From an optimization exercise on the open Yosys and OpenROAD flow, aimed at small area and a short achievable clock period; shortcuts taken in it are not production practice. In this exercise RTL edits were held to simulation tests only and were not proved equivalent to the original. No activity file was given, so power comes from the tool's default toggle rates.

==> flow/design.v <==
`timescale 1ns/1ns
module cg_xnor2 (input logic a, b, output logic y); assign y = ~(a ^ b); endmodule
module cg_nand4 (input logic a, b, c, d, output logic y); assign y = ~(a & b & c & d); endmodule
module cg_nand2 (input logic a, b, output logic y); assign y = ~(a & b); endmodule
module cg_nor2  (input logic a, b, output logic y); assign y = ~(a | b); endmodule
module cg_nor3  (input logic a, b, c, output logic y); assign y = ~(a | b | c); endmodule
module cg_a21oi (input logic a1, a2, b1, output logic y); assign y = ~((a1 & a2) | b1); endmodule
module cg_o21ai (input logic a1, a2, b1, output logic y); assign y = ~((a1 | a2) & b1); endmodule
module cg_inv   (input logic a, output logic y); assign y = ~a; endmodule
module cam_row #(parameter W = 32) (
  input  logic         clk,
  input  logic         we,
  input  logic         we_n,
  input  logic [W-1:0] wdata,
  output logic [W-1:0] q
);
  always_ff @(posedge clk) q <= (wdata & {W{we}}) | (q & {W{we_n}});
endmodule
module cam_match (
  input  logic [31:0] q,
  input  logic [31:0] s,
  input  logic        invalid,
  output logic        m
);
  logic [31:0] x;
  logic [7:0]  a_n;
  logic [3:0]  b;
  logic [1:0]  c_n;
  for (genvar i = 0; i < 32; i++) begin : g_x
    cg_xnor2 u (.a(q[i]), .b(s[i]), .y(x[i]));
  end
  for (genvar i = 0; i < 8; i++) begin : g_a
    cg_nand4 u (.a(x[4*i]), .b(x[4*i+1]), .c(x[4*i+2]), .d(x[4*i+3]), .y(a_n[i]));
  end
  for (genvar i = 0; i < 4; i++) begin : g_b
    cg_nor2 u (.a(a_n[2*i]), .b(a_n[2*i+1]), .y(b[i]));
  end
  for (genvar i = 0; i < 2; i++) begin : g_c
    cg_nand2 u (.a(b[2*i]), .b(b[2*i+1]), .y(c_n[i]));
  end
  cg_nor3 u_m (.a(c_n[0]), .b(c_n[1]), .c(invalid), .y(m));
endmodule
module cam_or8 (
  input  logic [7:0] sel,
  input  logic [7:0] d,
  output logic       y
);
  assign y = |(sel & d);
endmodule
module cam_rdec (
  input  logic [4:0]  a,
  output logic [31:0] y
);
  always_comb for (int k = 0; k < 32; k++) y[k] = (a == k[4:0]);
endmodule
module cam_read_bit (
  input  logic [31:0] sel,
  input  logic [31:0] d,
  output logic        y
);
  logic [3:0] o;
  logic [1:0] r_n;
  for (genvar i = 0; i < 4; i++) begin : g_o
    cam_or8 u (.sel(sel[8*i +: 8]), .d(d[8*i +: 8]), .y(o[i]));
  end
  for (genvar i = 0; i < 2; i++) begin : g_r
    cg_nor2 u (.a(o[2*i]), .b(o[2*i+1]), .y(r_n[i]));
  end
  cg_nand2 u_y (.a(r_n[0]), .b(r_n[1]), .y(y));
endmodule
module cam_prio (
  input  logic [31:0] m,       
  output logic [4:0]  idx,     
  output logic        any_n    
);
  logic [15:0] a1_n;
  for (genvar p = 0; p < 16; p++) begin : g_l1
    cg_nor2 u_a (.a(m[2*p+1]), .b(m[2*p]), .y(a1_n[p]));
  end
  logic [7:0] a2;
  logic [7:0] i2_0_n;
  for (genvar q = 0; q < 8; q++) begin : g_l2
    cg_nand2 u_a (.a(a1_n[2*q+1]), .b(a1_n[2*q]), .y(a2[q]));
    cg_a21oi u_0 (.a1(a1_n[2*q+1]), .a2(m[4*q+1]), .b1(m[4*q+3]), .y(i2_0_n[q]));
  end
  logic [3:0] a3_n;
  logic [3:0] i3_0, i3_1;
  for (genvar o = 0; o < 4; o++) begin : g_l3
    cg_nor2  u_a (.a(a2[2*o+1]), .b(a2[2*o]), .y(a3_n[o]));
    cg_o21ai u_0 (.a1(a2[2*o+1]), .a2(i2_0_n[2*o]), .b1(i2_0_n[2*o+1]), .y(i3_0[o]));
    cg_o21ai u_1 (.a1(a2[2*o+1]), .a2(a1_n[4*o+1]), .b1(a1_n[4*o+3]), .y(i3_1[o]));
  end
  logic [1:0] a4;
  logic [1:0] i4_0_n, i4_1_n, i4_2_n;
  for (genvar h = 0; h < 2; h++) begin : g_l4
    cg_nand2 u_a (.a(a3_n[2*h+1]), .b(a3_n[2*h]), .y(a4[h]));
    cg_a21oi u_0 (.a1(a3_n[2*h+1]), .a2(i3_0[2*h]), .b1(i3_0[2*h+1]), .y(i4_0_n[h]));
    cg_a21oi u_1 (.a1(a3_n[2*h+1]), .a2(i3_1[2*h]), .b1(i3_1[2*h+1]), .y(i4_1_n[h]));
    cg_a21oi u_2 (.a1(a3_n[2*h+1]), .a2(a2[4*h+1]), .b1(a2[4*h+3]), .y(i4_2_n[h]));
  end
  cg_nor2  u_a5 (.a(a4[1]), .b(a4[0]), .y(any_n));
  cg_o21ai u_i0 (.a1(a4[1]), .a2(i4_0_n[0]), .b1(i4_0_n[1]), .y(idx[0]));
  cg_o21ai u_i1 (.a1(a4[1]), .a2(i4_1_n[0]), .b1(i4_1_n[1]), .y(idx[1]));
  cg_o21ai u_i2 (.a1(a4[1]), .a2(i4_2_n[0]), .b1(i4_2_n[1]), .y(idx[2]));
  cg_o21ai u_i3 (.a1(a4[1]), .a2(a3_n[1]), .b1(a3_n[3]), .y(idx[3]));
  assign idx[4] = a4[1];
endmodule
module cam #(
  parameter ARRAY_WIDTH_LOG2 = 5,
  parameter ARRAY_SIZE_LOG2 = 5
)
(
  input logic clk,
  input logic reset,
  input logic read_i,
  input logic [ARRAY_WIDTH_LOG2 - 1:0] read_index_i,
  input logic write_i,
  input logic [ARRAY_WIDTH_LOG2 - 1:0] write_index_i,
  input logic [2**ARRAY_WIDTH_LOG2 - 1:0] write_data_i,
  input logic search_i,
  input logic [2**ARRAY_WIDTH_LOG2 - 1:0] search_data_i,
  output logic read_valid_o,
  output logic [2**ARRAY_WIDTH_LOG2 - 1:0] read_value_o,
  output logic search_valid_o,
  output logic [ARRAY_WIDTH_LOG2 - 1:0] search_index_o
);
localparam W = 2**ARRAY_WIDTH_LOG2;
localparam N = 2**ARRAY_SIZE_LOG2;
logic [W-1:0]   data [N];
logic [N-1:0]   valid;
logic [N-1:0]   match;
logic [N-1:0]   we;
always_comb begin
  for (int k = 0; k < N; k++) begin
    we[k]   = write_i && !reset && (write_index_i == k[ARRAY_SIZE_LOG2-1:0]);
  end
end
always_ff @(posedge clk) begin
  if (reset) valid <= '0;
  else valid <= valid | we;
end
for (genvar k = 0; k < N; k++) begin : g_entry
  cam_row #(.W(W)) row (
    .clk(clk), .we(we[k]), .we_n(!we[k]),
    .wdata(write_data_i), .q(data[k])
  );
  cam_match cmp (.q(data[k]), .s(search_data_i), .invalid(!valid[k]), .m(match[k]));
end
localparam RD = 3;
logic [N-1:0] rsel_c [RD];
for (genvar c = 0; c < RD; c++) begin : g_rdec
  cam_rdec u (.a(read_index_i), .y(rsel_c[c]));
end
logic [W:0] rd;
for (genvar b = 0; b <= W; b++) begin : g_read
  logic [N-1:0] col;
  for (genvar k = 0; k < N; k++) begin : g_col
    if (b < W) begin : g_d
      assign col[k] = data[k][b];
    end else begin : g_v
      assign col[k] = valid[k];
    end
  end
  cam_read_bit rb (.sel(rsel_c[b / 11]), .d(col), .y(rd[b]));
end
assign read_value_o = rd[W-1:0];
assign read_valid_o = read_i && !reset && rd[W];
logic none;
cam_prio prio (.m(match), .idx(search_index_o), .any_n(none));
assign search_valid_o = search_i && !reset && !none;
endmodule
==> flow/run.sh <==
#!/bin/bash
# synth_recipe.tcl (not shown) runs the flow's synth.tcl, then flattens the netlist and writes it again
# the make line also repeats each setting of config.mk as NAME=value (left out here)
make -C /OpenROAD-flow-scripts/flow DESIGN_CONFIG=/design/flow/config.mk WORK_HOME=/design/flow/orfs CLKGATE_MAP_FILE= SYNTH_SCRIPT=/design/flow/synth_recipe.tcl finish
==> flow/config.mk <==
export PLATFORM = sky130hd
export DESIGN_NAME = cam
export DESIGN_NICKNAME = cam
export VERILOG_FILES = /design/flow/design.v
export SDC_FILE = /design/flow/constraint.sdc
export NUM_CORES = 4
export LEC_CHECK = 0
export CAP_MARGIN = 20
export CORE_MARGIN = 2
export CORE_UTILIZATION = 55
export SETUP_SLACK_MARGIN = 2.0
export SLEW_MARGIN = 20
export SYNTH_HIERARCHICAL = 1
==> flow/constraint.sdc <==
create_clock -name core_clock -period 7.0 [get_ports {clk}]
set_input_delay 1.4000 -clock core_clock [delete_from_list [all_inputs] [get_ports {clk}]]
set_output_delay 1.4000 -clock core_clock [all_outputs]
set_load 0.01 [all_outputs]
==> results.txt, run 1 <==
----------------------------------------------------
[Clock tree]
  TritonCTS Sinks ... roughly 1,100
  Worst skew pair latency ... 0.70 ns
  Number of buffers created by CTS ... 114
  Bufs on Longest Clock Path ... 3
  Root buffer cell ... clkbuf_16
  Clk pin slew, worst setup/hold paths ... 0.06 ns
  Clock H-tree levels ... 3
  Clock tree from TritonCTS ... yes
  Hold buffer count at CTS ... 0

[Die]
  Total number of placement rows ... 112
  Core area ... ~0.093 mm2
  Die Wd ... approximately 310 um
  Effective utilization at floorplan ... 55.3%
  I/O pins ... around 120
  DIE HEIGHT ... 310 um
  Die footprint ... roughly 0.096 mm2

[GRT]
  Antenna violations before repair ... 3
  Number of global-route vias before repair ... between 40,000 and 50,000
  GRT Resource Usage Total ... 37.4%
  Met3 usage ... 4.59%
  First-pass GRT wire length ... 272,000 um
  Met2 usage in global routing ... between 50% and 60%
  Pin count of the biggest net entering global routing ... 33
  Met1 track demand over resource ... 50.8%
  Total overflow reported by the global router ... 0
  Grt peak-use layer ... met2

[Timing]
  Fmax ... 0.197 GHz
  Final TNS setup ... 0 ns
  Final number of max-transition violations ... 0
  Count of final setup violators ... 0
  Fin Clk Skew ... 0 ns
  Worst-Margin Slew ... 0.960 ns
  Setup repair after global routing missed its margin ... true
  Hold Vio Cnt, Final ... 0
  Final setup margin ... 1.94 ns
  Post-layout minimum cycle time ... 5.06 ns
  Relative max-transition margin ... 35.8%
  Final critical-path share of the clock period ... 72.4%
  Worst hold slack after final layout ... 0.507 ns

[Yosys]
  Post-synth cell types ... 39
  Cell type contributing the most total cell area after synthesis ... dfxtp_1
  Synth Net Count ... 5,026
  Sequential-to-total area share from yosys stat ... 41.2%
  Share of Yosys cell area claimed by the top area cell type ... between 40% and 50%
  Cell types with the largest area share after synthesis ... dfxtp_1 (41%), xnor2_1 (17%), a22o_1 (16%), a22oi_1 (7.7%), nand4_1 (4.7%)
  Cells after synthesis ... 4,947
  Yosys warning count ... 11
  Area of the mapped netlist ... ~0.051 mm2
  Count of state elements after synthesis ... about 1,100
  Syn Area/Cell ... 10.4 um2

[Power]
  Worst voltage drop across the vdd grid ... 216 uV
  Power per cell area ... 277 mW/mm2
  Static Leak ... 0.0213 uW
  Total Power ... 16,500 uW

[Route]
  Via count normalized by instance count ... 6.57
  Detailed-routing iteration count for the pre-antenna-repair pass ... 6
  WL final ... 185,000 um
  Routed wire length per instance ... roughly 28 um
  Count of antenna-violating nets left after detailed routing ... 0
  DR iter-0 viols ... 4,676
  DRC violations left ... 0
  Via count ... 43,200

[Placement]
  Port Buffers ... approximately 120
  Post-Place Setup Slack ... 0.694 ns
  Global placer's final weighted congestion ... just over 0.9
  HPWL Detailed ... 127,000 um
  Dpl cell area ... 0.0533 mm2

[Setup path]
  Data required, critical path ... between 5 and 6 ns
  Largest fanout on the critical path ... 17
  Crit. End Element ... output pin
  Reg-to-reg setup timing slack ... 6.30 ns
  Data arrival at the endpoint of the critical path ... between 3 and 4 ns
  Critical path start-end classification ... primary input to output pin
  Worst setup SP type ... primary input

[Layout]
  Commonest cells after routing, fill and taps aside ... dfxtp_1 (1,056), xnor2_1 (1,018), a22o_1 (960), a22oi_1 (521), nand4_1 (389)
  Final instance area ... 0.0595 mm2
  Sequential Area ... 0.0211 mm2
  Share of final-layout standard cells stronger than drive strength 1 ... 17.1%
  Final #Nets ... between 5,000 and 6,000
  Filler Cell Count ... roughly 7,700
  Area of the multi-input gates ... 0.0287 mm2
  Leading cell type in the layout, fill and taps excluded ... dfxtp_1
  Area growth from synthesis to layout ... 15.9%

[Run]
  Number of maximum-capacitance constraint violations ... 0

[Min path]
  Hold Crit Class ... register to register

[Outcome]
  Status ... complete, no violations

----------------------------------------------------
==> registers in the layout, summed over array words and instances (netlist names) <==
register       flops
g_entry.row.q   1024
valid             32
==> routing by layer <==
metal | routed length, um | share of wire [%] | up-vias
li1 | - | - | 19500
met5 | 17 | 0.0092 | -
met4 | 11600 | 6.3 | 4
met2 | 81600 | 44 | 2012
met1 | 78100 | 42 | 21300
met3 | 13300 | 7.2 | 448
==> Yosys stat by module (local to each module, per instance), a selection <==
module    flip-flops and latches  cell area, um2  times used
cam_or8                        0            36.3         132
cg_o21ai                       0            5.00          12
cg_nand4                       0            6.26         256
cam_rdec                       0             221           3
cg_nor3                        0            10.0          32
cg_nor2                        0            3.75         215
cg_xnor2                       0            8.76        1024
cg_nand2                       0            3.75         107
==> cells in the mapped netlist <==
| cell | n |
|---|---|
| nor4_1 | 2 |
| nand3_1 | 7 |
| nor3_2 | 32 |
| nor3_1 | 4 |
| a21oi_2 | 14 |
| buf_2 | 11 |
| or3b_1 | 2 |
| or3_1 | 8 |
| nor4b_1 | 1 |
| o21ai_1 | 12 |
| nand4bb_1 | 5 |
| o22ai_1 | 28 |
| a22o_2 | 64 |
| or2_2 | 24 |
| nand2_1 | 113 |
| nor2b_1 | 1 |
| or4_1 | 2 |
| dfxtp_1 | 1056 |
| nand3b_1 | 10 |
| or4b_1 | 1 |
| o41ai_1 | 1 |
| nor2_1 | 337 |
| a22oi_1 | 528 |
| buf_6 | 193 |
| xnor2_1 | 1024 |
| nand4b_1 | 5 |
| buf_4 | 35 |
| a22o_1 | 960 |
| nand4_1 | 389 |
| or3b_4 | 10 |
| or2_1 | 1 |
| nand2b_1 | 9 |
| and3_1 | 2 |
| inv_1 | 32 |
| o32ai_1 | 3 |
| or4b_4 | 1 |
| and3b_1 | 1 |
| clkbuf_1 | 17 |
| nor3b_1 | 2 |
==> through the flow <==
stage,std cells,utilization [%]
after floorplan,4947,-
after global placement,6295,57.4
after detailed placement,6295,57.4
after CTS,6564,63.5
after global routing,6577,64.0
final,6578,64.0
==> critical path, cell delays in order <==
cell,delay (ns)
buf_6,0.17
nand3b_1,0.30
nor2_1,0.09
buf_4,0.19
a22oi_1,0.31
nand4_1,0.26
nor2_1,0.30
nand2_1,0.12
clkdlybuf4s50_1,0.50
==> path summary, 6_finish.rpt <==
check / cells past startpoint / start / endpoint
setup / recovery: 9 / read_index_i[0] / read_value_o[28]
hold / removal: 2 / valid[28] / valid[28]
setup reg to reg: 2 / valid[20] / valid[20]
hold reg to reg: 2 / valid[28] / valid[28]
==> cell type report <==
| class | count | share of cell area (%) |
|---|---|---|
| repair buffers | 421 | 6.95 |
| clock inverters | 41 | 0.767 |
| flip-flops and latches | 1056 | 35.5 |
| well taps | 1254 | 2.64 |
| inverters | 32 | 0.202 |
| multi-input cells | 3607 | 48.3 |
| clock buffers | 166 | 5.62 |
| diodes | 1 | 0.00421 |
==> logic make-up after synthesis <==
| group | count (synthesis) | share of synthesized area (%) |
|---|---|---|
| AOI/OAI and AO/OA | 1610 | 26.1 |
| xor gates and xnor gates | 1024 | 17.5 |
| buffers and inverters | 288 | 5.21 |
| DFF | 1056 | 41.2 |
| and+or+nand+nor | 969 | 10.1 |
==> where the power goes <==
part           switching, uW  total, uW  internal [uW]
Sequential               848       7680           6830
Combinational           1160       2640           1480
Clock                   2560       6180           3620
==> what timing repair did <==
item | CTS | global route
gates cloned | 13 | 3
pin swaps | 61 | 52
setup buffers | 49 | 9
endpoints found under the hold margin | 0 | 0
resized for setup | 397 | 98
endpoints found under the setup margin | 39 | 32
==> run 2: changes to the inputs <==
--- a/flow/design.v
+++ b/flow/design.v
@@ -3,7 +3,7 @@
 module cg_nand4 (input logic a, b, c, d, output logic y); assign y = ~(a & b & c & d); endmodule
 module cg_nand2 (input logic a, b, output logic y); assign y = ~(a & b); endmodule
 module cg_nor2  (input logic a, b, output logic y); assign y = ~(a | b); endmodule
-module cg_nor3  (input logic a, b, c, output logic y); assign y = ~(a | b | c); endmodule
+module cg_nand3 (input logic a, b, c, output logic y); assign y = ~(a & b & c); endmodule
 module cg_a21oi (input logic a1, a2, b1, output logic y); assign y = ~((a1 & a2) | b1); endmodule
 module cg_o21ai (input logic a1, a2, b1, output logic y); assign y = ~((a1 | a2) & b1); endmodule
 module cg_inv   (input logic a, output logic y); assign y = ~a; endmodule
@@ -19,7 +19,7 @@
 module cam_match (
   input  logic [31:0] q,
   input  logic [31:0] s,
-  input  logic        invalid,
+  input  logic        valid,
   output logic        m
 );
   logic [31:0] x;
@@ -35,10 +35,9 @@
   for (genvar i = 0; i < 4; i++) begin : g_b
     cg_nor2 u (.a(a_n[2*i]), .b(a_n[2*i+1]), .y(b[i]));
   end
-  for (genvar i = 0; i < 2; i++) begin : g_c
-    cg_nand2 u (.a(b[2*i]), .b(b[2*i+1]), .y(c_n[i]));
-  end
-  cg_nor3 u_m (.a(c_n[0]), .b(c_n[1]), .c(invalid), .y(m));
+  cg_nand3 u_c0 (.a(b[0]), .b(b[1]), .c(valid), .y(c_n[0]));
+  cg_nand2 u_c1 (.a(b[2]), .b(b[3]), .y(c_n[1]));
+  cg_nor2 u_m (.a(c_n[0]), .b(c_n[1]), .y(m));
 endmodule
 module cam_or8 (
   input  logic [7:0] sel,
@@ -144,7 +143,7 @@
     .clk(clk), .we(we[k]), .we_n(!we[k]),
     .wdata(write_data_i), .q(data[k])
   );
-  cam_match cmp (.q(data[k]), .s(search_data_i), .invalid(!valid[k]), .m(match[k]));
+  cam_match cmp (.q(data[k]), .s(search_data_i), .valid(valid[k]), .m(match[k]));
 end
 localparam RD = 3;
 logic [N-1:0] rsel_c [RD];
==> flow/flow/run.sh (new file) <==
#!/bin/bash
# Layout flow: the standard flow (standard.sh, unchanged synthesis and
# steps), with two settings passed to ORFS through the environment:
#  - ports are buffered with buf_4 instead of the resizer's default choice
#    (a slow clkdlybuf4s50 delay cell);
#  - clock tree synthesis runs without dummy loads and builds the tree from
#    clkbuf_8 cells.
# The full output of the flow goes to flow.log in the work folder; ORFS's
# per-step logs stay under orfs/logs/.
set -o pipefail
export BUFFER_PORTS_ARGS="-buffer_cell sky130_fd_sc_hd__buf_4"
export CTS_ARGS="-sink_clustering_enable -repair_clock_nets -dont_use_dummy_load -buf_list sky130_fd_sc_hd__clkbuf_8"
bash standard.sh > flow.log 2>&1
==> flow/standard.sh (new file) <==
#!/bin/bash
# synth_recipe.tcl (not shown) runs the flow's synth.tcl, then flattens the netlist and writes it again
# the make line also repeats each setting of config.mk as NAME=value (left out here)
make -C /OpenROAD-flow-scripts/flow DESIGN_CONFIG=/design/flow/config.mk WORK_HOME=/design/flow/orfs CLKGATE_MAP_FILE= SYNTH_SCRIPT=/design/flow/synth_recipe.tcl "${@:-finish}"
removed: flow/run.sh
==> run 2 against run 1 <==
  * Still clean
  * Worst hold slack got worse by 0.020 ns
  * Sequential cell count is the same
  * Maximum frequency decreased by 0.19%
  * Critical path depth is 1 lower
  * Sequential power is essentially flat
  * Area after synthesis is 0.30% lower
==> results.txt, run 2 <==
----------------------------------------------------
[Outcome]
  Status ... complete, no violations

[Layout]
  Biggest regs ... g_entry.row.q (1024), valid (32)
  Area of the multi-input gates ... 0.0280 mm2
  Number of flip-flops in the largest register ... 1,024
  Final #Nets ... around 5,100
  Final instance area ... 0.0551 mm2
  Sequential Area ... approximately 0.021 mm2
  Leading cell type in the layout, fill and taps excluded ... dfxtp_1
  Filler Cell Count ... 8,161
  Share of final-layout standard cells stronger than drive strength 1 ... 12.7%
  Largest register by flop count ... g_entry.row.q
  Final instance count without filler cells ... 6,307
  Commonest cells after routing, fill and taps aside ... dfxtp_1 (1,056), xnor2_1 (1,024), a22o_1 (960), a22oi_1 (528), nand4_1 (390)
  Area growth from synthesis to layout ... 7.59%

[Clock tree]
  Worst skew pair latency ... around 0.84 ns
  Clock H-tree levels ... 4
  Clock tree from TritonCTS ... yes
  Bufs on Longest Clock Path ... 3
  TritonCTS Sinks ... ~1,100
  Clk pin slew, worst setup/hold paths ... 0.06 ns
  Root buffer cell ... clkbuf_8
  Hold buffer count at CTS ... 0
  Number of buffers created by CTS ... 178

[Route]
  Routed wire length per instance ... 27.9 um
  Via count normalized by instance count ... 6.69
  DRC violations left ... 0
  Count of antenna-violating nets left after detailed routing ... 0
  Via count ... 42,200
  DR iter-0 viols ... around 4,500
  WL final ... 176,000 um
  Detailed-routing iteration count for the pre-antenna-repair pass ... 8

[Timing]
  Final critical-path share of the clock period ... approximately 72%
  Fmax ... 0.197 GHz
  Worst hold slack after final layout ... a little under 0.5 ns
  Post-layout minimum cycle time ... 5.07 ns
  Count of final setup violators ... 0
  Fin Clk Skew ... 0 ns
  Final number of max-transition violations ... 0
  Worst-Margin Slew ... 0.998 ns
  Final TNS setup ... 0 ns
  Relative max-transition margin ... about a third
  Setup repair after global routing missed its margin ... true
  Hold Vio Cnt, Final ... 0

[Yosys]
  Area of the mapped netlist ... roughly 0.051 mm2
  Most used flip-flop cell after synthesis ... dfxtp_1
  Number of enable-type register cells in the synthesized netlist ... 0
  Cell type contributing the most total cell area after synthesis ... dfxtp_1
  Synth Net Count ... 5,025
  Dominant cell by count in the synthesized netlist ... dfxtp_1
  Cells after synthesis ... about 4,900
  Cell types with the largest area share after synthesis ... dfxtp_1 (41%), xnor2_1 (18%), a22o_1 (16%), a22oi_1 (7.7%), nand4_1 (4.8%)
  Count of state elements after synthesis ... 1,056
  Syn Area/Cell ... approximately 10 um2
  Top post-synthesis cells by count ... dfxtp_1 (1,056), xnor2_1 (1,024), a22o_1 (960), a22oi_1 (528), nand4_1 (390)
  Async set or reset register ratio after synthesis ... 0%
  Sequential-to-total area share from yosys stat ... 41.3%
  Post-synth cell types ... 38
  Share of Yosys cell area claimed by the top area cell type ... 41.3%
  Yosys warning count ... 11

[Placement]
  Global placer's final weighted congestion ... approximately 0.96
  Cells after DPL ... 6,115
  Dpl cell area ... 0.0517 mm2
  Port Buffers ... 117
  HPWL Detailed ... 123,000 um

[Die]
  Effective utilization at floorplan ... 55.7%
  Die Wd ... slightly above 300 um
  Total number of placement rows ... 111
  I/O pins ... 118
  Die footprint ... 0.0955 mm2
  Core area ... 0.0919 mm2
  DIE HEIGHT ... roughly 310 um

[GRT]
  Total overflow reported by the global router ... 0
  Pin count of the biggest net entering global routing ... 42
  First-pass GRT wire length ... ~260,000 um
  Number of global-route vias before repair ... 40,200
  Antenna violations before repair ... 1
  GRT Resource Usage Total ... 36.0%

[Setup path]
  Start point of the critical path ... read_index_i[1]
  Largest fanout on the critical path ... 24
  Crit. End Element ... output pin
  Data required, critical path ... approximately 5.6 ns
  Worst r2r src ... valid[3]
  Data arrival at the endpoint of the critical path ... 3.67 ns
  Worst setup SP type ... primary input
  Critical path start-end classification ... primary input to output pin
  Cell depth of the worst flop-to-flop path ... 2

[Min path]
  Hold Crit Class ... register to register
  Hold Path Depth ... 2
  Source of the worst hold timing path ... valid[1]

[Run]
  Number of maximum-capacitance constraint violations ... 0

[Power]
  Static Leak ... between 0.015 and 0.02 uW
  Total Power ... 14,700 uW
  Worst voltage drop across the vdd grid ... just over 200 uV
  Power per cell area ... 266 mW/mm2

----------------------------------------------------
## run 2: cell types whose count changed in the layout (fill, tap and decap cells not counted), moves of 16 or more
cell	delta
clkdlybuf4s50_1	-56
buf_6	-34
nor2_1	+56
clkbuf_8	+155
buf_4	-94
nand2_2	-37
nand3_1	+33
clkinv_2	-23
clkbuf_1	-26
nor3_4	-16
nor2_4	-27
nor3_2	-17
clkbuf_16	-119
## run 2: kinds of logic after synthesis
kind of cell | count (synthesis) | synth area share, %
DFF | 1056 | 41.3
xor gates and xnor gates | 1024 | 17.5
and+or+nand+nor | 969 | 9.79
buffers and inverters | 287 | 5.23
AOI/OAI and AO/OA | 1610 | 26.2
## run 2: power by group
group / switching (uW) / internal [uW] / leakage [uW]
sequential: 821 / 6840 / 0.00870
combinational: 1100 / 1370 / 0.00897
clock: 2310 / 2230 / 0.00128
total: 4230 / 10400 / 0.0190
## run 2: worst paths after layout
path	endpoint	slack, ns
worst min-delay path	valid[1]	0.49
worst max-delay path	read_value_o[9]	1.93
worst max register to register	valid[3]	6.28
worst min register to register	valid[1]	0.49
## run 2: metal layers
| layer | routed length [um] | track usage [%] | vias up |
|---|---|---|---|
| met5 | 0 | 0 | - |
| met4 | 6890 | 15.0 | 0 |
| met3 | 15400 | 6.81 | 366 |
| met2 | 76100 | 53.8 | 1970 |
| met1 | 77700 | 50.7 | 20900 |
| li1 | - | - | 19000 |
## run 2: area by class of cell
class / count / share of cell area [%]
flip-flops and latches: 1056 / 38.4
inverters: 30 / 0.204
multi-input cells: 3603 / 50.8
diodes: 2 / 0.00909
clock buffers: 178 / 4.45
well taps: 1243 / 2.82
repair buffers: 195 / 3.37
## run 2: worst max-delay path: stages
cell and delay [ns]:
buf_4 0.19, nand3b_1 0.46, nor2_2 0.66, a22oi_1 0.23, nand4_1 0.25, nor2_1 0.15
nand2_1 0.17, buf_4 0.15
## run 2: metrics by stage
| step | util [%] | setup WS (ns) |
|---|---|---|
| 6_report | 59.9 | 1.93 |
| 5_1_grt | 59.9 | 1.96 |
| 4_1_cts | 59.4 | 1.98 |
| 3_5_place_dp | 56.2 | 1.16 |
| 3_3_place_gp | 56.2 | 1.19 |
| 2_1_floorplan | - | 2.78 |
## run 2: modules after synthesis (local to each module, per instance), excerpt
module / copies in the design / flops+latches / area (um2) / cells
cam: 1 / 32 / 1910 / 244
cam_or8: 132 / 0 / 36.3 / 5
cam_prio: 1 / 0 / 7.51 / 1
cam_rdec: 3 / 0 / 221 / 47
cg_a21oi: 14 / 0 / 8.76 / 1
cg_nand2: 75 / 0 / 3.75 / 1
cg_nand3: 32 / 0 / 5.00 / 1
cg_nand4: 256 / 0 / 6.26 / 1
cg_nor2: 247 / 0 / 3.75 / 1
cg_o21ai: 12 / 0 / 5.00 / 1
cg_xnor2: 1024 / 0 / 8.76 / 1
## run 2: repair_timing
item | CTS | global route
pin swaps | 0 | 1
endpoints found under the setup margin | 37 | 28
resized for setup | 147 | 100
setup buffers | 0 | 11
hold endpoints to repair | 0 | 0
==> run 3: changes to the inputs <==
--- a/flow/design.v
+++ b/flow/design.v
@@ -145,7 +145,7 @@
   );
   cam_match cmp (.q(data[k]), .s(search_data_i), .valid(valid[k]), .m(match[k]));
 end
-localparam RD = 3;
+localparam RD = 4;
 logic [N-1:0] rsel_c [RD];
 for (genvar c = 0; c < RD; c++) begin : g_rdec
   cam_rdec u (.a(read_index_i), .y(rsel_c[c]));
@@ -160,7 +160,7 @@
       assign col[k] = valid[k];
     end
   end
-  cam_read_bit rb (.sel(rsel_c[b / 11]), .d(col), .y(rd[b]));
+  cam_read_bit rb (.sel(rsel_c[b / 9]), .d(col), .y(rd[b]));
 end
 assign read_value_o = rd[W-1:0];
 assign read_valid_o = read_i && !reset && rd[W];
==> flow/flow/run.sh (replaced) <==
#!/bin/bash
# Layout flow: the standard flow (standard.sh, unchanged synthesis and
# steps), with two settings passed to ORFS through the environment:
#  - ports are buffered with buf_4 instead of the resizer's default choice
#    (a slow clkdlybuf4s50 delay cell);
#  - clock tree synthesis runs without dummy loads and builds the tree from
#    clkbuf_16 cells, each driving a cluster of up to 24 flip-flops.
# The full output of the flow goes to flow.log in the work folder; ORFS's
# per-step logs stay under orfs/logs/.
set -o pipefail
export BUFFER_PORTS_ARGS="-buffer_cell sky130_fd_sc_hd__buf_4"
export CTS_ARGS="-sink_clustering_enable -repair_clock_nets -dont_use_dummy_load -buf_list sky130_fd_sc_hd__clkbuf_16 -sink_clustering_size 24 -sink_clustering_max_diameter 80"
bash standard.sh > flow.log 2>&1
==> run 3 against run 2 <==
  * Still clean
  * Utilization down 1.6 points
  * Clock skew unchanged
  * Critical path depth unchanged
  * Power shrank 7.2%
  * Synthesized cell count grew 0.95%
  * Routed wire length up 2.0%
  * First-iteration DRC count up 7.5%
  * Largest cell class unchanged
==> results.txt, run 3 <==
----------------------------------------------------
[Die]
  Effective utilization at floorplan ... 55.3%
  Total number of placement rows ... ~110
  Core area ... approximately 0.093 mm2
  Die Wd ... 310 um
  Die footprint ... 0.0960 mm2
  I/O pins ... 118
  DIE HEIGHT ... 310 um

[Setup path]
  Data required, critical path ... 5.60 ns
  Critical path start-end classification ... primary input to output pin
  Crit. End Element ... output pin
  Worst setup SP type ... primary input
  Data arrival at the endpoint of the critical path ... between 3 and 4 ns
  Reg-to-reg setup timing slack ... about 6.3 ns
  Largest fanout on the critical path ... 32

[GRT]
  Pin count of the biggest net entering global routing ... 42
  First-pass GRT wire length ... around 260,000 um
  Number of global-route vias before repair ... 39,200
  Total overflow reported by the global router ... 0
  GRT Resource Usage Total ... 36.2%
  Antenna violations before repair ... 0

[Clock tree]
  Bufs on Longest Clock Path ... 3
  Clk pin slew, worst setup/hold paths ... roughly 0.1 ns
  Worst skew pair latency ... 0.67 ns
  Root buffer cell ... clkbuf_16
  Clock H-tree levels ... 2
  Number of buffers created by CTS ... 55
  Clock tree from TritonCTS ... yes
  TritonCTS Sinks ... about 1,100

[Layout]
  Number of flip-flops in the largest register ... 1,024
  Final instance area ... 0.0543 mm2
  Final #Nets ... 5,067
  Commonest cells after routing, fill and taps aside ... dfxtp_1 (1,056), xnor2_1 (1,024), a22o_1 (960), a22oi_1 (528), nand4_1 (390)
  Area growth from synthesis to layout ... 5.60%
  Leading cell type in the layout, fill and taps excluded ... dfxtp_1
  Largest register by flop count ... g_entry.row.q
  Biggest regs ... g_entry.row.q (1024), valid (32)
  Share of final-layout standard cells stronger than drive strength 1 ... between 10 and 15%

[Yosys]
  Async set or reset register ratio after synthesis ... 0%
  Count of state elements after synthesis ... approximately 1,100
  Synth Net Count ... 5,072
  Most used flip-flop cell after synthesis ... dfxtp_1
  Top post-synthesis cells by count ... dfxtp_1 (1,056), xnor2_1 (1,024), a22o_1 (960), a22oi_1 (528), nor2_1 (401)
  Cell types with the largest area share after synthesis ... dfxtp_1 (41%), xnor2_1 (17%), a22o_1 (16%), a22oi_1 (7.7%), nand4_1 (4.7%)
  Area of the mapped netlist ... 0.0514 mm2
  Share of Yosys cell area claimed by the top area cell type ... 41.1%
  Dominant cell by count in the synthesized netlist ... dfxtp_1
  Cell type contributing the most total cell area after synthesis ... dfxtp_1
  Syn Area/Cell ... ~10 um2
  Post-synth cell types ... 38
  Cells after synthesis ... 4,993
  Sequential-to-total area share from yosys stat ... about two fifths
  Number of enable-type register cells in the synthesized netlist ... 0
  Yosys warning count ... 11

[Timing]
  Setup repair after global routing missed its margin ... true
  Count of final setup violators ... 0
  Worst-Margin Slew ... just over 1 ns
  Final TNS setup ... 0 ns
  Final critical-path share of the clock period ... 72.5%
  Relative max-transition margin ... 32.1%
  Fin Clk Skew ... 0 ns
  Post-layout minimum cycle time ... 5.08 ns
  Fmax ... just under 0.2 GHz
  Hold Vio Cnt, Final ... 0
  Final number of max-transition violations ... 0

[Route]
  Count of antenna-violating nets left after detailed routing ... 0
  DRC violations left ... 0
  DR iter-0 viols ... 4,848
  Via count normalized by instance count ... a little under 7
  Via count ... 42,000
  Detailed-routing iteration count for the pre-antenna-repair pass ... 6
  WL final ... about 180,000 um
  Routed wire length per instance ... 28.8 um

[Outcome]
  Status ... complete, no violations

[Run]
  Number of maximum-capacitance constraint violations ... 0

[Placement]
  Dpl cell area ... 0.0518 mm2
  HPWL Detailed ... roughly 130,000 um
  Global placer's final weighted congestion ... roughly 0.96
  Port Buffers ... 117

[Min path]
  Hold Crit Class ... register to register

[Power]
  Power per cell area ... roughly 250 mW/mm2
  Static Leak ... 0.0184 uW
  Worst voltage drop across the vdd grid ... between 200 and 250 uV

----------------------------------------------------
-- run 3: path summary, 6_finish.rpt --
check	from	endpoint	depth (start not counted)
setup reg to reg	valid[26]	valid[26]	2
hold reg to reg	valid[22]	valid[22]	2
setup / recovery	read_index_i[1]	read_value_o[17]	8
hold / removal	valid[22]	valid[22]	2
-- run 3: modules after synthesis, one instance, submodules excluded, excerpt --
module	cell area, um2	cells inside	flip-flops and latches
cg_a21oi	8.76	1	0
cg_nand4	6.26	1	0
cg_nor2	3.75	1	0
cam	1910	244	32
cam_prio	7.51	1	0
cg_nand3	5.00	1	0
cg_xnor2	8.76	1	0
cg_o21ai	5.00	1	0
cam_rdec	221	47	0
cam_or8	36.3	5	0
cg_nand2	3.75	1	0
-- run 3: cell families (layout without fill, tap and decap cells) --
| kind of cell | count (synthesis) | after routing | share of synthesized area (%) |
|---|---|---|---|
| AO/OA/AOI/OAI | 1610 | 1610 | 26.1 |
| XOR/XNOR | 1024 | 1024 | 17.4 |
| buffers and inverters | 290 | 283 | 5.23 |
| flip-flops | 1056 | 1056 | 41.1 |
| other | 0 | 2 | 0 |
| AND/OR/NAND/NOR | 1013 | 1013 | 10.2 |
-- run 3: per-layer routing --
| metal | vias to the layer above | track usage (%) | wire [um] |
|---|---|---|---|
| li1 | 18900 | - | - |
| met1 | 20800 | 50.6 | 77600 |
| met2 | 1975 | 55.9 | 79600 |
| met3 | 306 | 6.74 | 16400 |
| met4 | 0 | 12.1 | 5980 |
| met5 | - | 0 | 0 |
-- run 3: report_power, final --
group          total [uW]  switching, uW  internal (uW)
combinational        2530           1150           1380
clock                3430           2030           1400
sequential           7660            834           6820
-- run 3: final cells by class --
| cell class | count | area [um2] |
|---|---|---|
| repair buffers | 198 | 1910 |
| well taps | 1254 | 1570 |
| diodes | 2 | 5.00 |
| multi-input cells | 3647 | 28200 |
| flip-flops and latches | 1056 | 21100 |
| inverters | 30 | 113 |
| clock buffers | 55 | 1380 |
| fillers | 8318 | 38700 |
-- run 3: worst max-delay path, cell delays in order --
cell	delay [ns]
buf_4	0.21
nand3_1	0.57
nor2_4	0.18
a22oi_1	0.22
nand4_1	0.26
nor2_2	0.45
nand2_1	0.17
buf_4	0.18
-- run 3: per-stage QoR --
| step | hold WS (ns) | util [%] | power (uW) | worst slack, ns | cells |
|---|---|---|---|---|---|
| global route | 0.509 | 58.4 | 14100 | 1.99 | 6240 |
| finish | 0.492 | 58.4 | 13600 | 1.92 | 6242 |
| global placement | 0.469 | 55.7 | 10200 | 1.27 | 6158 |
| floorplan | 0.450 | - | 9340 | 2.80 | 4993 |
| detailed placement | 0.476 | 55.7 | 10200 | 1.24 | 6158 |
| CTS | 0.491 | 57.7 | 13600 | 1.99 | 6214 |
-- run 3: what timing repair did --
item / 4_1_cts / 5_1_grt
gates cloned: 0 / 0
hold buffers: 0 / 0
pin swaps: 1 / 2
resized for setup: 146 / 121
setup buffers: 1 / 24
setup endpoints to repair: 36 / 34
==> run 4: changes to the inputs <==
--- a/flow/config.mk
+++ b/flow/config.mk
@@ -7,7 +7,7 @@
 export LEC_CHECK = 0
 export CAP_MARGIN = 20
 export CORE_MARGIN = 2
-export CORE_UTILIZATION = 55
+export CORE_UTILIZATION = 66
 export SETUP_SLACK_MARGIN = 2.0
 export SLEW_MARGIN = 20
 export SYNTH_HIERARCHICAL = 1
==> run 4 against run 3 <==
  * Still clean on timing, DRC and antenna
  * Sequential share of layout area up 0.37 points
  * Global-route usage up 4.8 points
  * Synthesized cell count unchanged
  * Sequential power about the same
  * Routed wire length down 3.3%
  * Maximum frequency up 0.69%
  * Utilization up 11 points
  * Area after synthesis unchanged
  * Critical endpoint is now read_value_o[19]
==> results.txt, run 4 <==
----------------------------------------------------
[Outcome]
  Status ... complete, no violations

[Power]
  Worst voltage drop across the vdd grid ... ~230 uV
  Psw ... 3930 uW
  Power per cell area ... 250 mW/mm2
  Sequential group share of total power ... 56.9%
  Comb power frac ... a little under a fifth
  Clock share of power ... 24.3%
  Internal power ... 9530 uW
  Switching power as a share of total power ... slightly below 30%
  Static Leak ... between 0.015 and 0.02 uW

[GRT]
  Antenna violations before repair ... 1
  Total overflow reported by the global router ... 0
  First-pass GRT wire length ... 256,000 um
  GRT Resource Usage Total ... 40.9%
  Number of global-route vias before repair ... between 40,000 and 50,000
  Pin count of the biggest net entering global routing ... 42

[Timing]
  Final number of max-transition violations ... 0
  Final critical-path share of the clock period ... 72.0%
  Fmax ... 0.198 GHz
  Final setup margin ... 1.96 ns
  Final TNS setup ... 0 ns
  Post-layout minimum cycle time ... approximately 5.0 ns
  Hold Vio Cnt, Final ... 0
  Setup repair after global routing missed its margin ... true
  Count of final setup violators ... 0
  Worst-Margin Slew ... 0.938 ns
  Relative max-transition margin ... 37.5%
  Fin Clk Skew ... 0 ns

[Route]
  Via count normalized by instance count ... 7.18
  Via count ... 43,100
  DRC violations left ... 0
  WL final ... between 150,000 and 200,000 um
  DR iter-0 viols ... around 5,600
  Routed wire length per instance ... just under 30 um
  Count of antenna-violating nets left after detailed routing ... 0
  Detailed-routing iteration count for the pre-antenna-repair pass ... 7

[Setup path]
  Slowest cell delay on critical path ... 0.43 ns
  Data arrival at the endpoint of the critical path ... 3.64 ns
  Crit path buffers/inverters ... 2
  Largest fanout on the critical path ... 16
  Crit. End Element ... output pin
  Cell depth of the worst flop-to-flop path ... 2
  Cell-by-cell listing of the critical path ... buf_4, nand2_1, nor2_2, a22oi_1, nand4_1, nor2_2, nand2_1, buf_4
  Stages on the worst setup path ... 8
  Family with the most delay on the worst path ... simple AND/OR/NAND/NOR gates
  Worst setup SP type ... primary input
  Data required, critical path ... 5.60 ns
  Critical path start-end classification ... primary input to output pin
  Critical-path cell with the highest stage delay ... nor2_2

[Yosys]
  Yosys warning count ... 11
  Main combinational cell family by area after synthesis ... compound AO/OA/AOI/OAI gates
  Syn Area/Cell ... 10.3 um2
  Number of enable-type register cells in the synthesized netlist ... 0
  Share of Yosys cell area claimed by the top area cell type ... 41.1%
  Cell type contributing the most total cell area after synthesis ... dfxtp_1
  Most used flip-flop cell after synthesis ... dfxtp_1
  Synth Net Count ... a little over 5,000
  Share of the synthesized netlist area taken by xor and xnor gates ... 17.4%
  Area of the mapped netlist ... 0.0514 mm2
  Cells after synthesis ... 4,993
  Dominant cell by count in the synthesized netlist ... dfxtp_1
  Async set or reset register ratio after synthesis ... 0%
  Post-synth cell types ... 38
  Count of state elements after synthesis ... roughly 1,100
  Cell types with the largest area share after synthesis ... dfxtp_1 (41%), xnor2_1 (17%), a22o_1 (16%), a22oi_1 (7.7%), nand4_1 (4.7%)
  Complex-gate fraction of the synthesized area ... a little over a quarter
  Post-Synth Adder-Cell Area ... 0%
  Top post-synthesis cells by count ... dfxtp_1 (1,056), xnor2_1 (1,024), a22o_1 (960), a22oi_1 (528), nor2_1 (401)
  Share of synthesized area spent on multiplexers ... 0%
  Basic-gate share of the synthesized area counting and, or, nand and nor cells ... between 10% and 20%
  Sequential-to-total area share from yosys stat ... 41.1%

[Layout]
  Final instance area ... 0.0538 mm2
  Biggest regs ... g_entry.row.q (1024), valid (32)
  Post-route core utilization ... 69.5%
  Filler Cell Count ... roughly 6,200
  Commonest cells after routing, fill and taps aside ... dfxtp_1 (1,056), xnor2_1 (1,022), a22o_1 (960), a22oi_1 (528), nand4_1 (390)
  Number of flip-flops in the largest register ... 1,024
  Leading cell type in the layout, fill and taps excluded ... dfxtp_1
  Largest register by flop count ... g_entry.row.q
  Final #Nets ... 5,043
  Share of final-layout standard cells stronger than drive strength 1 ... 9.81%
  Area growth from synthesis to layout ... 4.60%

[Die]
  Effective utilization at floorplan ... between 60 and 70%
  Die Wd ... 283 um
  Core area ... 0.0773 mm2
  I/O pins ... approximately 120
  DIE HEIGHT ... 283 um
  Die footprint ... 0.0802 mm2
  Total number of placement rows ... between 100 and 150

[Min path]
  Hold Crit Class ... register to register
  Hold Path Depth ... 2

[Clock tree]
  Clock H-tree levels ... 2
  Hold buffer count at CTS ... 0
  Clock tree from TritonCTS ... yes
  TritonCTS Sinks ... 1,056
  Clk pin slew, worst setup/hold paths ... 0.10 ns
  Number of buffers created by CTS ... 52
  Root buffer cell ... clkbuf_16
  Worst skew pair latency ... 0.66 ns
  Bufs on Longest Clock Path ... 3

[Placement]
  HPWL Detailed ... between 100,000 and 150,000 um
  Dpl cell area ... 0.0515 mm2
  Global placer's final weighted congestion ... 1.02
  Post-Place Setup Slack ... around 1.5 ns
  Port Buffers ... about 120

[Run]
  Number of maximum-capacitance constraint violations ... 0

----------------------------------------------------
## run 4: cell counts after synthesis
No cell type changed its count.
## run 4: final cells by class
cell class                 instances  area, um2  area share (%)
antenna                            2       5.00         0.00930
clock buffer                      52       1300            2.42
inverter                          30        113           0.209
multi-input combinational       3647      28100            52.2
sequential                      1056      21100            39.3
tap                             1040       1300            2.42
timing repair buffer             177       1820            3.39
## run 4: worst paths after layout
path | startpoint | end | slack (ns)
setup / recovery | read_index_i[2] | read_value_o[19] | 1.96
setup reg to reg | valid[15] | valid[15] | 6.28
hold / removal | valid[11] | valid[11] | 0.49
hold reg to reg | valid[11] | valid[11] | 0.49
## run 4: logic make-up after synthesis
family / Yosys count
compound gates: 1610
flops: 1056
xor+xnor: 1024
simple gates: 1013
buf+inv: 290
## run 4: stage by stage
stage / std cells / total power [uW] / hold slack [ns]
floorplan: 4993 / 9340 / 0.450
global placement: 5939 / 10100 / 0.473
detailed placement: 5939 / 10200 / 0.474
CTS: 5991 / 13400 / 0.488
global route: 6003 / 13900 / 0.519
finish: 6004 / 13500 / 0.487
## run 4: worst reg2reg max path, stage by stage, from the launching register on
cell     delay (ns)
dfxtp_1        0.44
inv_1          0.06
o22ai_1        0.13
## run 4: layer usage
metal | up-vias | global-route usage [%] | share of wire [%]
li1 | 18900 | - | -
met1 | 21100 | 55.9 | 40
met2 | 2683 | 62.8 | 44
met3 | 416 | 8.20 | 11
met4 | 0 | 18.0 | 4.7
met5 | - | 0 | 0
## run 4: power groups by stage
stage	logic [uW]	clock network [uW]	registers, uW
after floorplan	1790	0	7550
after global placement	2360	0	7750
after detailed placement	2430	0	7760
after CTS	2460	3280	7630
after global routing	2710	3480	7760
final	2540	3270	7660
## run 4: per-module statistics from Yosys, one instance, submodules excluded, excerpt
| module | flip-flops and latches | copies in the design |
|---|---|---|
| cam_rdec | 0 | 4 |
| cg_a21oi | 0 | 14 |
| cg_nor2 | 0 | 247 |
| cam_prio | 0 | 1 |
| cg_xnor2 | 0 | 1024 |
| cg_nand2 | 0 | 75 |
| cg_nand4 | 0 | 256 |
| cam_or8 | 0 | 132 |
| cg_nand3 | 0 | 32 |
| cam | 32 | 1 |
| cg_o21ai | 0 | 12 |
## run 4: repair_timing
item	CTS	global route
buffers inserted	0	6
endpoints found under the hold margin	0	0
endpoints found under the setup margin	27	33
cloned	0	4
gates resized for setup	123	114
pin swaps	0	4
==> run 5: changes to the inputs <==
--- a/flow/config.mk
+++ b/flow/config.mk
@@ -7,7 +7,7 @@
 export LEC_CHECK = 0
 export CAP_MARGIN = 20
 export CORE_MARGIN = 2
-export CORE_UTILIZATION = 66
-export SETUP_SLACK_MARGIN = 2.0
+export CORE_UTILIZATION = 70
+export SETUP_SLACK_MARGIN = 2.2
 export SLEW_MARGIN = 20
 export SYNTH_HIERARCHICAL = 1
==> run 5 against run 4 <==
  * First-iteration DRC count rose by 20%
  * Final cell count fell by 1.1%
  * Clock-buffer cell count fell by 1
  * Die area fell by 5.6%
  * Critical path depth rose by 5
==> results.txt, run 5 <==
----------------------------------------------------
[Setup path]
  Critical-path cell with the highest stage delay ... nor2_1
  Critical path start-end classification ... primary input to output pin
  Crit path buffers/inverters ... 2
  Worst setup SP type ... primary input
  Family with the most delay on the worst path ... simple AND/OR/NAND/NOR gates
  Crit. End Element ... output pin
  Cell repeated most along the worst path ... nor2_1
  Slowest cell delay on critical path ... 0.25 ns
  Cell-by-cell listing of the critical path ... buf_12, xnor2_1, nand4_1, nor2_1, nand2_1, nor2_1, nor2_1, nand2_1, nor2_1, nand2_1, nor2_4, nor3b_2, buf_4
  Largest fanout on the critical path ... 32
  Data arrival at the endpoint of the critical path ... 3.53 ns
  Data required, critical path ... 5.60 ns

[Placement]
  Cells after DPL ... 5,849
  Dpl cell area ... 0.0513 mm2
  Port Buffers ... 117
  Global placer's final weighted congestion ... 0.997
  HPWL Detailed ... 119,000 um

[Power]
  Psw ... 3940 uW
  Power per cell area ... 246 mW/mm2
  Sequential group share of total power ... 56.8%
  Worst voltage drop across the vdd grid ... between 300 and 400 uV
  Static Leak ... 0.0187 uW
  Switching power as a share of total power ... 29.2%
  Total Power ... 13,500 uW
  Clock share of power ... between 20% and 30%
  Internal power ... 9540 uW
  Comb power frac ... 19.1%

[Route]
  Count of antenna-violating nets left after detailed routing ... 0
  Detailed-routing iteration count for the pre-antenna-repair pass ... 7
  WL final ... 171,000 um
  Via count normalized by instance count ... approximately 7.3
  Via count ... 43,500
  Routed wire length per instance ... 28.9 um
  DRC violations left ... 0
  DR iter-0 viols ... 6,744

[Die]
  I/O pins ... 118
  Die footprint ... between 0.07 and 0.08 mm2
  Die Wd ... ~280 um
  Effective utilization at floorplan ... 70.6%
  Total number of placement rows ... 99
  Core area ... ~0.073 mm2
  DIE HEIGHT ... 275 um

[Clock tree]
  Clock H-tree levels ... 2
  Number of buffers created by CTS ... 51
  Hold buffer count at CTS ... 0
  Root buffer cell ... clkbuf_16
  Bufs on Longest Clock Path ... 3
  Worst skew pair latency ... 0.64 ns
  TritonCTS Sinks ... 1,056
  Clock tree from TritonCTS ... yes
  Clk pin slew, worst setup/hold paths ... 0.10 ns

[Timing]
  Relative max-transition margin ... 35.0%
  Count of final setup violators ... 0
  Final number of max-transition violations ... 0
  Hold Vio Cnt, Final ... 0
  Post-layout minimum cycle time ... 4.93 ns
  Worst hold slack after final layout ... 0.495 ns
  Final TNS setup ... 0 ns
  Setup repair after global routing missed its margin ... true
  Worst-Margin Slew ... a little under 1 ns
  Fmax ... 0.203 GHz
  Final critical-path share of the clock period ... a little over two thirds
  Fin Clk Skew ... 0 ns

[Layout]
  Biggest regs ... g_entry.row.q (1024), valid (32)
  Area growth from synthesis to layout ... 6.45%
  Leading cell type in the layout, fill and taps excluded ... dfxtp_1
  Number of flip-flops in the largest register ... 1,024
  Largest register by flop count ... g_entry.row.q
  Final instance area ... around 0.055 mm2
  Final #Nets ... around 5,100
  Commonest cells after routing, fill and taps aside ... dfxtp_1 (1,056), xnor2_1 (1,006), a22o_1 (960), a22oi_1 (528), nand4_1 (390)
  Share of final-layout standard cells stronger than drive strength 1 ... 12.0%
  Final instance count without filler cells ... 5,936
  Filler Cell Count ... about 5,300

[Yosys]
  Cells after synthesis ... approximately 5,000
  Share of Yosys cell area claimed by the top area cell type ... between 40% and 50%
  Sequential-to-total area share from yosys stat ... 41.1%
  Synth Net Count ... 5,072
  Syn Area/Cell ... 10.3 um2
  Post-synth cell types ... 38
  Count of state elements after synthesis ... approximately 1,100
  Most used flip-flop cell after synthesis ... dfxtp_1
  Dominant cell by count in the synthesized netlist ... dfxtp_1
  Cell type contributing the most total cell area after synthesis ... dfxtp_1
  Async set or reset register ratio after synthesis ... 0%
  Cell types with the largest area share after synthesis ... dfxtp_1 (41%), xnor2_1 (17%), a22o_1 (16%), a22oi_1 (7.7%), nand4_1 (4.7%)
  Top post-synthesis cells by count ... dfxtp_1 (1,056), xnor2_1 (1,024), a22o_1 (960), a22oi_1 (528), nor2_1 (401)
  Area of the mapped netlist ... 0.0514 mm2
  Yosys warning count ... 11
  Number of enable-type register cells in the synthesized netlist ... 0

[Outcome]
  Status ... complete, no violations

[Min path]
  Hold Crit Class ... register to register

[GRT]
  Number of global-route vias before repair ... approximately 40,000
  Total overflow reported by the global router ... 0
  GRT Resource Usage Total ... 42.7%
  Pin count of the biggest net entering global routing ... 42
  Antenna violations before repair ... 2
  First-pass GRT wire length ... 249,000 um

[Run]
  Number of maximum-capacitance constraint violations ... 0

----------------------------------------------------
run 5: changes by cell type in the layout (fill, tap and decap cells not counted), moves of 10 or more:
cell | previous run | this run
nor2_2 | 100 | 115
xnor2_2 | 2 | 18
buf_16 | 5 | 15
nor2_1 | 284 | 222
buf_8 | 11 | 0
xnor2_1 | 1022 | 1006
nor2_4 | 17 | 64
run 5: through the flow:
stage	utilization (%)	setup slack, ns
floorplan	-	2.80
global placement	70.5	1.61
detailed placement	70.5	1.52
CTS	73.6	2.16
global route	75.2	2.09
finish	75.2	2.07
run 5: final timing paths:
check	start	to	slack, ns	depth (start not counted)
max	search_data_i[16]	search_valid_o	2.07	13
min	valid[19]	valid[19]	0.49	2
max reg2reg	valid[6]	valid[6]	6.24	2
min reg2reg	valid[19]	valid[19]	0.49	2
run 5: logic make-up after synthesis:
logic type	count (synthesis)	share of synthesized area, %
AND/OR/NAND/NOR	1013	10.2
flip-flops	1056	41.1
XOR/XNOR	1024	17.4
AO/OA/AOI/OAI	1610	26.1
buffers and inverters	290	5.23
run 5: cell type report:
class                           instances  area [um2]  share of cell area, %
Multi-Input combinational cell       3647       28800                   52.6
Sequential cell                      1056       21100                   38.6
Timing Repair Buffer                  191        2240                   4.08
Clock buffer                           51        1280                   2.33
Tap cell                              959        1200                   2.19
Inverter                               30         113                  0.206
Antenna cell                            2        5.00                0.00914
run 5: per-module statistics from Yosys (local to each module, per instance), excerpt:
module / times used / flip-flops and latches
cg_nand4: 256 / 0
cg_xnor2: 1024 / 0
cg_nand3: 32 / 0
cam: 1 / 32
cg_o21ai: 12 / 0
cg_nand2: 75 / 0
cam_rdec: 4 / 0
run 5: power by group through the flow:
stage	combinational, uW	sequential [uW]	clock [uW]
2_1_floorplan	1790	7550	0
3_3_place_gp	2310	7750	0
3_5_place_dp	2390	7750	0
4_1_cts	2460	7630	3240
5_1_grt	2750	7760	3450
6_report	2580	7660	3240
run 5: repair_timing:
action | in CTS | in global routing
cloned | 3 | 9
setup endpoints to repair | 37 | 38
buffers inserted | 4 | 16
pin swaps | 4 | 38
gates resized for setup | 247 | 157
run 5: per-layer routing:
metal | GRT usage, % | vias to the layer above | wire (um)
met1 | 59.0 | 21200 | 68000
met4 | 18.5 | 2 | 7750
met2 | 64.8 | 2942 | 74400
met3 | 8.46 | 430 | 21100
met5 | 0 | - | 9
li1 | - | 18900 | -
run 5: worst reg2reg max path, cell delays in order (launching register included):
cell	delay, ns
dfxtp_1	0.44
inv_1	0.07
o22ai_1	0.16
==> run 6: changes to the inputs <==
--- a/flow/design.v
+++ b/flow/design.v
@@ -6,7 +6,7 @@
 module cg_nand3 (input logic a, b, c, output logic y); assign y = ~(a & b & c); endmodule
 module cg_a21oi (input logic a1, a2, b1, output logic y); assign y = ~((a1 & a2) | b1); endmodule
 module cg_o21ai (input logic a1, a2, b1, output logic y); assign y = ~((a1 | a2) & b1); endmodule
-module cg_inv   (input logic a, output logic y); assign y = ~a; endmodule
+module cg_a41oi (input logic a1, a2, a3, a4, b1, output logic y); assign y = ~((a1 & a2 & a3 & a4) | b1); endmodule
 module cam_row #(parameter W = 32) (
   input  logic         clk,
   input  logic         we,
@@ -69,8 +69,9 @@
 endmodule
 module cam_prio (
   input  logic [31:0] m,       
+  input  logic        en_n,    
   output logic [4:0]  idx,     
-  output logic        any_n    
+  output logic        found    
 );
   logic [15:0] a1_n;
   for (genvar p = 0; p < 16; p++) begin : g_l1
@@ -97,7 +98,7 @@
     cg_a21oi u_1 (.a1(a3_n[2*h+1]), .a2(i3_1[2*h]), .b1(i3_1[2*h+1]), .y(i4_1_n[h]));
     cg_a21oi u_2 (.a1(a3_n[2*h+1]), .a2(a2[4*h+1]), .b1(a2[4*h+3]), .y(i4_2_n[h]));
   end
-  cg_nor2  u_a5 (.a(a4[1]), .b(a4[0]), .y(any_n));
+  cg_a41oi u_f (.a1(a3_n[0]), .a2(a3_n[1]), .a3(a3_n[2]), .a4(a3_n[3]), .b1(en_n), .y(found));
   cg_o21ai u_i0 (.a1(a4[1]), .a2(i4_0_n[0]), .b1(i4_0_n[1]), .y(idx[0]));
   cg_o21ai u_i1 (.a1(a4[1]), .a2(i4_1_n[0]), .b1(i4_1_n[1]), .y(idx[1]));
   cg_o21ai u_i2 (.a1(a4[1]), .a2(i4_2_n[0]), .b1(i4_2_n[1]), .y(idx[2]));
@@ -164,7 +165,7 @@
 end
 assign read_value_o = rd[W-1:0];
 assign read_valid_o = read_i && !reset && rd[W];
-logic none;
-cam_prio prio (.m(match), .idx(search_index_o), .any_n(none));
-assign search_valid_o = search_i && !reset && !none;
+logic search_off;
+assign search_off = !search_i || reset;
+cam_prio prio (.m(match), .en_n(search_off), .idx(search_index_o), .found(search_valid_o));
 endmodule
==> run 6 against run 5 <==
  * Still clean
  * Routed wire length grew 1.7%
  * Final cell count increased by 0.12%
  * Setup slack lost 0.036 ns
  * Non-clock buffer count increased by 7
  * Synthesized cell count barely moved
  * Die area is the same
  * Highest routed layer unchanged
==> results.txt, run 6 <==
----------------------------------------------------
[Clock tree]
  Worst skew pair latency ... 0.63 ns
  Clock tree from TritonCTS ... yes
  Bufs on Longest Clock Path ... 3
  Clock H-tree levels ... 2
  Hold buffer count at CTS ... 0
  Number of buffers created by CTS ... 52
  Clk pin slew, worst setup/hold paths ... 0.10 ns
  Root buffer cell ... clkbuf_16
  TritonCTS Sinks ... ~1,100

[Layout]
  Final instance count without filler cells ... ~6,000
  Share of final-layout standard cells stronger than drive strength 1 ... 12.8%
  Biggest regs ... g_entry.row.q (1024), valid (32)
  Leading cell type in the layout, fill and taps excluded ... dfxtp_1
  Final #Nets ... slightly above 5,000
  Area growth from synthesis to layout ... 6.37%
  Commonest cells after routing, fill and taps aside ... dfxtp_1 (1,056), xnor2_1 (1,016), a22o_1 (960), a22oi_1 (528), nand4_1 (390)
  Largest register by flop count ... g_entry.row.q
  Number of flip-flops in the largest register ... about 1,000
  Post-route core utilization ... 75.1%

[Timing]
  Final TNS setup ... 0 ns
  Fin Clk Skew ... 0 ns
  Post-layout minimum cycle time ... 4.97 ns
  Final number of max-transition violations ... 0
  Setup repair after global routing missed its margin ... true
  Fmax ... about 0.20 GHz
  Hold Vio Cnt, Final ... 0
  Worst-Margin Slew ... slightly below 1 ns
  Final setup margin ... 2.03 ns
  Count of final setup violators ... 0
  Relative max-transition margin ... 35.4%
  Final critical-path share of the clock period ... 71.0%

[Route]
  Via count normalized by instance count ... 7.44
  Via count ... between 40,000 and 50,000
  WL final ... around 170,000 um
  Count of antenna-violating nets left after detailed routing ... 0
  DRC violations left ... 0
  Detailed-routing iteration count for the pre-antenna-repair pass ... 8
  DR iter-0 viols ... ~6,400
  Routed wire length per instance ... 29.3 um

[Yosys]
  Yosys warning count ... 11
  Dominant cell by count in the synthesized netlist ... dfxtp_1
  Top post-synthesis cells by count ... dfxtp_1 (1,056), xnor2_1 (1,024), a22o_1 (960), a22oi_1 (528), nor2_1 (400)
  Cell type contributing the most total cell area after synthesis ... dfxtp_1
  Share of Yosys cell area claimed by the top area cell type ... 41.1%
  Syn Area/Cell ... 10.3 um2
  Most used flip-flop cell after synthesis ... dfxtp_1
  Number of enable-type register cells in the synthesized netlist ... 0
  Area of the mapped netlist ... 0.0514 mm2
  Count of state elements after synthesis ... 1,056
  Sequential-to-total area share from yosys stat ... 41.1%
  Async set or reset register ratio after synthesis ... 0%
  Cells after synthesis ... 4,991
  Synth Net Count ... 5,070
  Cell types with the largest area share after synthesis ... dfxtp_1 (41%), xnor2_1 (17%), a22o_1 (16%), a22oi_1 (7.7%), nand4_1 (4.7%)
  Post-synth cell types ... 39

[Die]
  I/O pins ... 118
  Total number of placement rows ... 99
  Effective utilization at floorplan ... slightly above 70%
  Core area ... 0.0728 mm2
  Die Wd ... 275 um
  DIE HEIGHT ... around 280 um
  Die footprint ... 0.0756 mm2

[Power]
  Worst voltage drop across the vdd grid ... 311 uV
  Power per cell area ... between 200 and 250 mW/mm2
  Total Power ... 13,500 uW
  Static Leak ... 0.0186 uW

[Setup path]
  Worst setup SP type ... primary input
  Data required, critical path ... ~5.6 ns
  Crit. End Element ... output pin
  Critical path start-end classification ... primary input to output pin
  Largest fanout on the critical path ... 32
  Data arrival at the endpoint of the critical path ... 3.57 ns

[Placement]
  Post-Place Setup Slack ... 1.36 ns
  Port Buffers ... 117
  Global placer's final weighted congestion ... 1.02
  HPWL Detailed ... 119,000 um
  Cells after DPL ... 5,848

[GRT]
  Pin count of the biggest net entering global routing ... 42
  First-pass GRT wire length ... 253,000 um
  Number of global-route vias before repair ... 40,900
  Total overflow reported by the global router ... 0
  Antenna violations before repair ... 3
  GRT Resource Usage Total ... 43.6%

[Run]
  Number of maximum-capacitance constraint violations ... 0

[Outcome]
  Status ... complete, no violations

[Min path]
  Hold Crit Class ... register to register

----------------------------------------------------
==> run 6: worst max-delay path, cell delays in order <==
cell and delay (ns):
buf_4 0.30, or3b_4 0.53, nor2_2 0.46, a22oi_1 0.18
nand4_1 0.22, nor2_2 0.12, nand2_1 0.18, buf_4 0.15
==> run 6: worst paths after layout <==
path / cells after the start / slack (ns) / from / to
max: 8 / 2.03 / read_index_i[1] / read_value_o[14]
min: 2 / 0.49 / valid[20] / valid[20]
min reg2reg: 2 / 0.49 / valid[20] / valid[20]
max reg2reg: 2 / 6.24 / valid[3] / valid[3]
==> run 6: layout make-up <==
type                            instances  area (um2)
Sequential cell                      1056       21100
Multi-Input combinational cell       3646       28800
Clock buffer                           52        1300
Inverter                               30         113
Tap cell                              959        1200
Timing Repair Buffer                  198        2140
Antenna cell                            2        5.00
Fill cell                            5343       18100
==> run 6: stage by stage <==
step / hold slack (ns) / cell area, um2
global route: 0.517 / 54700
floorplan: 0.450 / 51400
detailed placement: 0.471 / 51300
global placement: 0.464 / 51300
CTS: 0.486 / 53600
finish: 0.489 / 54700
==> run 6: modules after synthesis (local to each module, per instance), excerpt <==
module    flip-flops and latches  area (um2)  cells inside  copies in the design
cg_nand3                       0        5.00             1                    32
cam_rdec                       0         221            47                     4
cg_xnor2                       0        8.76             1                  1024
cg_a41oi                       0        16.3             1                     1
cam                           32        1910           244                     1
cam_or8                        0        36.3             5                   132
cg_a21oi                       0        8.76             1                    14
cg_nand4                       0        6.26             1                   256
cg_o21ai                       0        5.00             1                    12
==> run 6: timing repair <==
item,in CTS,in global routing
setup buffers,4,29
endpoints found under the setup margin,39,39
gates resized for setup,223,196
cloned,4,4
pin swaps,3,26
==> run 6: layer usage <==
layer	part of all wire, %	up-vias	global-route usage (%)
met5	0.070	-	1.07
met4	5.4	5	21.5
met3	12	551	9.65
met2	44	2981	65.9
met1	39	21700	58.7
li1	-	18900	-
==> run 6: logic make-up after synthesis <==
family	Yosys count	share of synthesized area [%]
xor+xnor	1024	17.4
simple gates	1011	10.1
buf+inv	289	5.21
flops	1056	41.1
compound gates	1611	26.1
==> run 6: power breakdown <==
| group | switching, uW | internal (uW) |
|---|---|---|
| clock network | 1940 | 1330 |
| registers | 842 | 6820 |
| logic | 1190 | 1410 |
| total | 3970 | 9560 |

-- what the ideal ports hide --
No port has a modelled driver above. Below, the same layouts with a new extraction and two added sets of constraints. Step 1 sets driving cells, clkbuf_16 on the clock port and buf_2 on the other inputs (assumed; they add their load-dependent delay and slew). Step 2 adds t to the input delays and takes it off the output delays; t is the mean of the earliest and latest rising clock arrival at the registers after step 1. Input paths then give back, and output paths get back, about the clock's delay inside the block. Slacks: ideal / step 1 / step 2; pairs: ideal / step 1.
run | shift t [ns] | setup slack, ns | hold slack, ns
run 1 | 0.771 | 1.935 / 1.898 / 1.898 | 0.507 / 0.507 / 0.507
run 2 | 0.904 | 1.925 / 1.902 / 1.902 | 0.487 / 0.487 / 0.487
run 3 | 0.770 | 1.922 / 1.874 / 1.874 | 0.492 / 0.492 / 0.492
run 4 | 0.719 | 1.957 / 1.764 / 1.764 | 0.487 / 0.487 / 0.487
run 5 | 0.718 | 2.067 / 1.879 / 1.879 | 0.495 / 0.495 / 0.495
run 6 | 0.718 | 2.032 / 1.958 / 1.958 | 0.489 / 0.489 / 0.489
After both steps every run listed still meets setup and hold. The setup slack of run 4, which loses most, moves by -0.193 ns with the drivers and by -0.193 ns with both steps.
